From an optimization exercise on the open Yosys and OpenROAD flow, aimed at small area; shortcuts taken in it are not production practice. Only simulation tests tie the RTL to the original design; equivalence was not proved. No activity file was given, so power comes from the tool's default toggle rates.

Design top, start of the top module:
module top(
clk, rst, Xdata, Ydata, btn1, btn2,
vgaRed, vgaGreen, vgaBlue, Hsync, Vsync
    );
==> module cell_sprite, before the edit <==
module cell_sprite(hc, hp, vc, vp, gridline, img_x, img_o, img_c);
input [3:0] hc;
input [6:0] hp;
input [2:0] vc;
input [6:0] vp;
output gridline;
output img_x;
output img_o;
output img_c;
wire in_grid = (hc >= 4'd5) & (hc <= 4'd7) & (vc >= 3'd2) & (vc <= 3'd4);
wire [5:0] a = hp[5:0] ^ {6{hp[6]}};
wire [5:0] b = vp[5:0] ^ {6{vp[6]}};
wire glx = (a[5:1] == 5'b10011) & ~(hc == 4'd5 & hp[6]) & ~(hc == 4'd7 & ~hp[6]);
wire gly = (b[5:1] == 5'b10011) & ~(vc == 3'd2 & vp[6]) & ~(vc == 3'd4 & ~vp[6]);
assign gridline = in_grid & (glx | gly);
wire [6:0] d = {1'b0, a} + 7'd2 - {1'b0, b};
wire img_x_ = (d <= 7'd4) & (a <= 6'd25) & (b <= 6'd25) & ~(a == 6'd25 & b == 6'd25);
wire [6:0] s = a + b;
wire img_o_ = (a <= 6'd17) & (b <= 6'd25) & (s <= 7'd33) & ~((a <= 6'd13) & (b <= 6'd21) & (s <= 7'd28));
wire img_c_ = ~((a == 6'd33) & (b == 6'd33)) &
	(((b >= 6'd30) & (b <= 6'd33) & (a >= 6'd6) & (a <= 6'd33) & ~(((b == 6'd30) | (b == 6'd33)) & (a == 6'd6))) |
	 ((a >= 6'd30) & (a <= 6'd33) & (b >= 6'd6) & (b <= 6'd33) & ~(((a == 6'd30) | (a == 6'd33)) & (b == 6'd6))));
assign img_x = in_grid & img_x_;
assign img_o = in_grid & img_o_;
assign img_c = in_grid & img_c_;
endmodule
==> module display, before the edit <==
module display(clk, sys_rst, cur, gx, go, mode, p1wins, p2wins, ties,
	vgaRed, vgaGreen, vgaBlue, Hsync, Vsync);
input clk;
input sys_rst;
input [8:0] cur;
input [8:0] gx;
input [8:0] go;
input mode;
input [7:0] p1wins;
input [7:0] p2wins;
input [7:0] ties;
output [2:0] vgaRed;
output [2:0] vgaGreen;
output [1:0] vgaBlue;
output Hsync;
output Vsync;
wire [3:0] hc;
wire [6:0] hp;
wire [2:0] vc;
wire [6:0] vp;
vga_sync vga_(.clk(clk), .sys_rst(sys_rst), .hc(hc), .hp(hp), .vc(vc), .vp(vp), .Hsync(Hsync), .Vsync(Vsync));
wire gridline, img_x, img_o, img_c, spic;
cell_sprite cells_(.hc(hc), .hp(hp), .vc(vc), .vp(vp), .gridline(gridline), .img_x(img_x), .img_o(img_o), .img_c(img_c));
score_sprite score_(.hc(hc), .hp(hp), .vc(vc), .vp(vp), .p1wins(p1wins), .p2wins(p2wins), .ties(ties), .pix(spic));
reg gpix;           
reg spix;           
reg hx, ho;         
reg hc_img;         
reg [1:0] hcol;     
reg [1:0] hrow;
reg cw, cb;         
reg [1:0] p1, p2, p3;
wire [2:0] hcs = {hcol == 2'd3, hcol == 2'd2, hcol == 2'd1};
wire [2:0] hrs = {hrow == 2'd0, hrow == 2'd3, hrow == 2'd2};
wire [8:0] hsel = {hrs[2] & hcs[2], hrs[2] & hcs[1], hrs[2] & hcs[0],
                   hrs[1] & hcs[2], hrs[1] & hcs[1], hrs[1] & hcs[0],
                   hrs[0] & hcs[2], hrs[0] & hcs[1], hrs[0] & hcs[0]};
wire selx = |(gx & hsel);
wire selo = |(go & hsel);
wire selc = |(cur & hsel);
always @(posedge clk) begin
	hx <= img_x;
	ho <= img_o;
	if (sys_rst) begin
		gpix <= 1'b0;
		spix <= 1'b1;
		hc_img <= 1'b0;
		cw <= 1'b0;
		cb <= 1'b0;
		p1 <= 2'b00;
		p2 <= 2'b00;
		p3 <= 2'b00;
	end else begin
		if (!mode) begin
			gpix <= gridline;
			hc_img <= img_c;
			hcol <= hc[1:0];
			hrow <= vc[1:0];
		end else
			spix <= spic;
		cw <= ~mode & ((selx & hx) | (selo & ho));
		cb <= (~mode & ((selx & hx) | (selo & ho))) | (selc & hc_img);
		p1 <= mode ? {spix, spix} : {gpix | cw, gpix | cb};
		p2 <= p1;
		p3 <= p2;
	end
end
assign vgaRed = {3{p3[1]}};
assign vgaGreen = {3{p3[1]}};
assign vgaBlue = {2{p3[0]}};
endmodule
==> module game, before the edit <==
module game(clk, sys_rst, cur, set, clr, gx, go, p1wins, p2wins, ties, mode);
input clk;
input sys_rst;
input [8:0] cur;
input set;
input clr;
output reg [8:0] gx;
output reg [8:0] go;
output [7:0] p1wins;
output [7:0] p2wins;
output [7:0] ties;
output reg mode;      
reg turn;
reg [1:0] th;         
function line3;
	input [8:0] g;
	line3 = (g[0] & g[1] & g[2]) | (g[3] & g[4] & g[5]) | (g[6] & g[7] & g[8]) |
	        (g[0] & g[3] & g[6]) | (g[1] & g[4] & g[7]) | (g[2] & g[5] & g[8]) |
	        (g[0] & g[4] & g[8]) | (g[6] & g[4] & g[2]);
endfunction
wire xwin = line3(gx);
wire owin = line3(go);
wire full = &(gx | go);
wire place = set & ~mode & ~|((gx | go) & cur);
wire [19:0] timer = {th, go, gx};
wire done = (timer == 20'h7fe00);
always @(posedge clk) begin
	if (sys_rst) begin
		gx <= 0;
		go <= 0;
		th <= 0;
		mode <= 1'b0;
		turn <= 1'b0;
	end else if (!mode) begin
		th <= 2'd0;
		if (place) turn <= ~turn;
		if (xwin | owin | full) begin
			gx <= 0;
			go <= 0;
			mode <= 1'b1;
		end else begin
			gx <= (clr ? 9'd0 : gx) | ((place & ~turn) ? cur : 9'd0);
			go <= (clr ? 9'd0 : go) | ((place & turn) ? cur : 9'd0);
		end
	end else begin
		if (clr || done) begin
			mode <= 1'b0;
			gx <= 0;
			go <= 0;
		end else
			{th, go, gx} <= {timer[18:0], ~(timer[19] ^ timer[16])};
	end
end
score_count c1_(.clk(clk), .sys_rst(sys_rst), .inc(~mode & xwin), .n(p1wins));
score_count c2_(.clk(clk), .sys_rst(sys_rst), .inc(~mode & owin), .n(p2wins));
score_count c3_(.clk(clk), .sys_rst(sys_rst), .inc(~mode & ~xwin & ~owin & full), .n(ties));
endmodule
==> flow/config.mk <==
export PLATFORM = sky130hd
export DESIGN_NAME = top
export DESIGN_NICKNAME = top
export VERILOG_FILES = /design/flow/design.v
export SDC_FILE = /design/flow/constraint.sdc
export NUM_CORES = 4
export LEC_CHECK = 0
export CAP_MARGIN = 20
export CORE_MARGIN = 2
export CORE_UTILIZATION = 40
export SLEW_MARGIN = 20
export SYNTH_HIERARCHICAL = 1
export SYNTH_MEMORY_MAX_BITS = 1048576
export SYNTH_MINIMUM_KEEP_SIZE = 0
==> flow/constraint.sdc <==
create_clock -name core_clock -period 10.0 [get_ports {clk}]
set_input_delay 2.0000 -clock core_clock [delete_from_list [all_inputs] [get_ports {clk}]]
set_output_delay 2.0000 -clock core_clock [all_outputs]
set_load 0.01 [all_outputs]
standard.sh (not shown) runs the stock make flow with config.mk's settings and CLKGATE_MAP_FILE= SYNTH_SCRIPT=/design/flow/synth_recipe.tcl, a recipe that flattens the netlist after the stock synthesis.
==> flow/flow/run.sh <==
#!/bin/bash
# Layout flow: the standard flow (standard.sh) with these changes:
#  - synthesis: Yosys's abc pass maps the logic with an area-oriented ABC
#    script (area.abc, beside this file) in place of ORFS's speed script, and
#    adders are left to ABC (ADDER_MAP_FILE empty) instead of being mapped to
#    half/full-adder cells first.  The synthesis steps and register names are
#    standard.sh's (synth_recipe.tcl, sourced unchanged).
#  - clock tree: smaller clock buffers, larger sink clusters, no dummy loads.
#  - port buffers: every input and output port still gets its own buffer,
#    the library's smallest (buf_1).
# Floorplan, power grid, placement, routing and the final DEF are standard.sh's.
set -euo pipefail
cd "$(dirname "$0")/.."
W=$(pwd)

# The synthesis script: synth_recipe.tcl, with the abc command given area.abc.
{
	cat <<EOT
proc abc {args} {
  set i [lsearch -exact \$args -script]
  if {\$i >= 0} { set args [lreplace \$args [expr {\$i + 1}] [expr {\$i + 1}] {$W/flow/area.abc}] }
  yosys abc {*}\$args
}
EOT
	cat "$W/synth_recipe.tcl"
} > "$W/area_synth.tcl"

CTS="-sink_clustering_enable -repair_clock_nets -dont_use_dummy_load -sink_clustering_size 16 -sink_clustering_max_diameter 60 -buf_list {sky130_fd_sc_hd__clkbuf_4 sky130_fd_sc_hd__clkbuf_8}"
sed -e "s#SYNTH_SCRIPT=[^ ']*#SYNTH_SCRIPT=$W/area_synth.tcl#" \
    -e "s#CLKGATE_MAP_FILE= #CLKGATE_MAP_FILE= ADDER_MAP_FILE= 'CTS_ARGS=$CTS' 'BUFFER_PORTS_ARGS=-buffer_cell sky130_fd_sc_hd__buf_1' #" \
    "$W/standard.sh" > "$W/area_standard.sh"
grep -q "SYNTH_SCRIPT=$W/area_synth.tcl" "$W/area_standard.sh"
grep -q "ADDER_MAP_FILE= 'CTS_ARGS=" "$W/area_standard.sh"

bash "$W/area_standard.sh" finish > "$W/flow_make.log" 2>&1
test -s "$W/out/final.def"
==> flow/flow/area.abc <==
strash
&get -n
&deepsyn -T 20
&put
dch -f
amap
topo
==> next run, changes <==
--- a/flow/design.v
+++ b/flow/design.v
@@ -14,13 +14,8 @@
 wire glx = (a[5:1] == 5'b10011) & ~(hc == 4'd5 & hp[6]) & ~(hc == 4'd7 & ~hp[6]);
 wire gly = (b[5:1] == 5'b10011) & ~(vc == 3'd2 & vp[6]) & ~(vc == 3'd4 & ~vp[6]);
 assign gridline = in_grid & (glx | gly);
-wire [6:0] d = {1'b0, a} + 7'd2 - {1'b0, b};
-wire img_x_ = (d <= 7'd4) & (a <= 6'd25) & (b <= 6'd25) & ~(a == 6'd25 & b == 6'd25);
-wire [6:0] s = a + b;
-wire img_o_ = (a <= 6'd17) & (b <= 6'd25) & (s <= 7'd33) & ~((a <= 6'd13) & (b <= 6'd21) & (s <= 7'd28));
-wire img_c_ = ~((a == 6'd33) & (b == 6'd33)) &
-	(((b >= 6'd30) & (b <= 6'd33) & (a >= 6'd6) & (a <= 6'd33) & ~(((b == 6'd30) | (b == 6'd33)) & (a == 6'd6))) |
-	 ((a >= 6'd30) & (a <= 6'd33) & (b >= 6'd6) & (b <= 6'd33) & ~(((a == 6'd30) | (a == 6'd33)) & (b == 6'd6))));
+wire img_x_, img_o_, img_c_;
+cell_images images_(.a(a), .b(b), .img_x(img_x_), .img_o(img_o_), .img_c(img_c_));
 assign img_x = in_grid & img_x_;
 assign img_o = in_grid & img_o_;
 assign img_c = in_grid & img_c_;
@@ -228,8 +223,8 @@
 			hrow <= vc[1:0];
 		end else
 			spix <= spic;
-		cw <= ~mode & ((selx & hx) | (selo & ho));
-		cb <= (~mode & ((selx & hx) | (selo & ho))) | (selc & hc_img);
+		cw <= (selx & hx) | (selo & ho);
+		cb <= (selx & hx) | (selo & ho) | (selc & hc_img);
 		p1 <= mode ? {spix, spix} : {gpix | cw, gpix | cb};
 		p2 <= p1;
 		p3 <= p2;
@@ -293,7 +288,6 @@
 output [7:0] ties;
 output reg mode;      
 reg turn;
-reg [1:0] th;         
 function line3;
 	input [8:0] g;
 	line3 = (g[0] & g[1] & g[2]) | (g[3] & g[4] & g[5]) | (g[6] & g[7] & g[8]) |
@@ -304,17 +298,14 @@
 wire owin = line3(go);
 wire full = &(gx | go);
 wire place = set & ~mode & ~|((gx | go) & cur);
-wire [19:0] timer = {th, go, gx};
-wire done = (timer == 20'h7fe00);
+wire done;
 always @(posedge clk) begin
 	if (sys_rst) begin
 		gx <= 0;
 		go <= 0;
-		th <= 0;
 		mode <= 1'b0;
 		turn <= 1'b0;
 	end else if (!mode) begin
-		th <= 2'd0;
 		if (place) turn <= ~turn;
 		if (xwin | owin | full) begin
 			gx <= 0;
@@ -325,17 +316,13 @@
 			go <= (clr ? 9'd0 : go) | ((place & turn) ? cur : 9'd0);
 		end
 	end else begin
-		if (clr || done) begin
-			mode <= 1'b0;
-			gx <= 0;
-			go <= 0;
-		end else
-			{th, go, gx} <= {timer[18:0], ~(timer[19] ^ timer[16])};
+		if (clr || done) mode <= 1'b0;
 	end
 end
 score_count c1_(.clk(clk), .sys_rst(sys_rst), .inc(~mode & xwin), .n(p1wins));
 score_count c2_(.clk(clk), .sys_rst(sys_rst), .inc(~mode & owin), .n(p2wins));
 score_count c3_(.clk(clk), .sys_rst(sys_rst), .inc(~mode & ~xwin & ~owin & full), .n(ties));
+hold_timer t_(.clk(clk), .run(mode), .done(done));
 endmodule
 module score_count(clk, sys_rst, inc, n);
 input clk;
@@ -346,6 +333,16 @@
 	if (sys_rst) n <= 8'd0;
 	else if (inc) n <= n + 8'd1;
 endmodule
+module hold_timer(clk, run, done);
+input clk;
+input run;
+output done;
+reg [19:0] hold;
+always @(posedge clk)
+	if (!run) hold <= 20'd0;
+	else hold <= {hold[18:0], ~(hold[19] ^ hold[16])};
+assign done = (hold == 20'h7fe00);
+endmodule
 `timescale 1ns / 1ps
 module top(
 clk, rst, Xdata, Ydata, btn1, btn2,
Maximum frequency goes up by 1.0%; core utilization goes down by 0.85 points; die area goes up by 7.5%; worst setup slack is better by 0.048 ns; cell area goes up by 7.0%; combinational power goes down by 12%; cell count goes up by 5.0%; hold slack is worse by 0.031 ns; via count goes up by 0.77%; global-route usage goes down by 1.2 points; critical path depth goes down by 1; non-clock buffer count goes down by 1.

==> separate check: timing with driven ports <==
How much do the figures lean on ideal ports? The routed layouts below were timed once more, with nothing changed but the port constraints.
Step 1 assumes that a clkbuf_16 drives the clock port and a buf_2 every other input.
Step 2 also shifts input and output timing later by t, the mid clock arrival at the registers, as if the neighbouring blocks saw the same clock.
Three values: no drivers, after step 1, after step 2; two values: the first two.
run	shift t [ns]	setup WS [ns]	worst data-port slew with drivers (ns)
the first run	0.400	5.152 / 5.152 / 5.152	0.04
the second run	0.406	5.199 / 5.199 / 5.199	0.04
After both steps setup and hold are still met in every run listed.
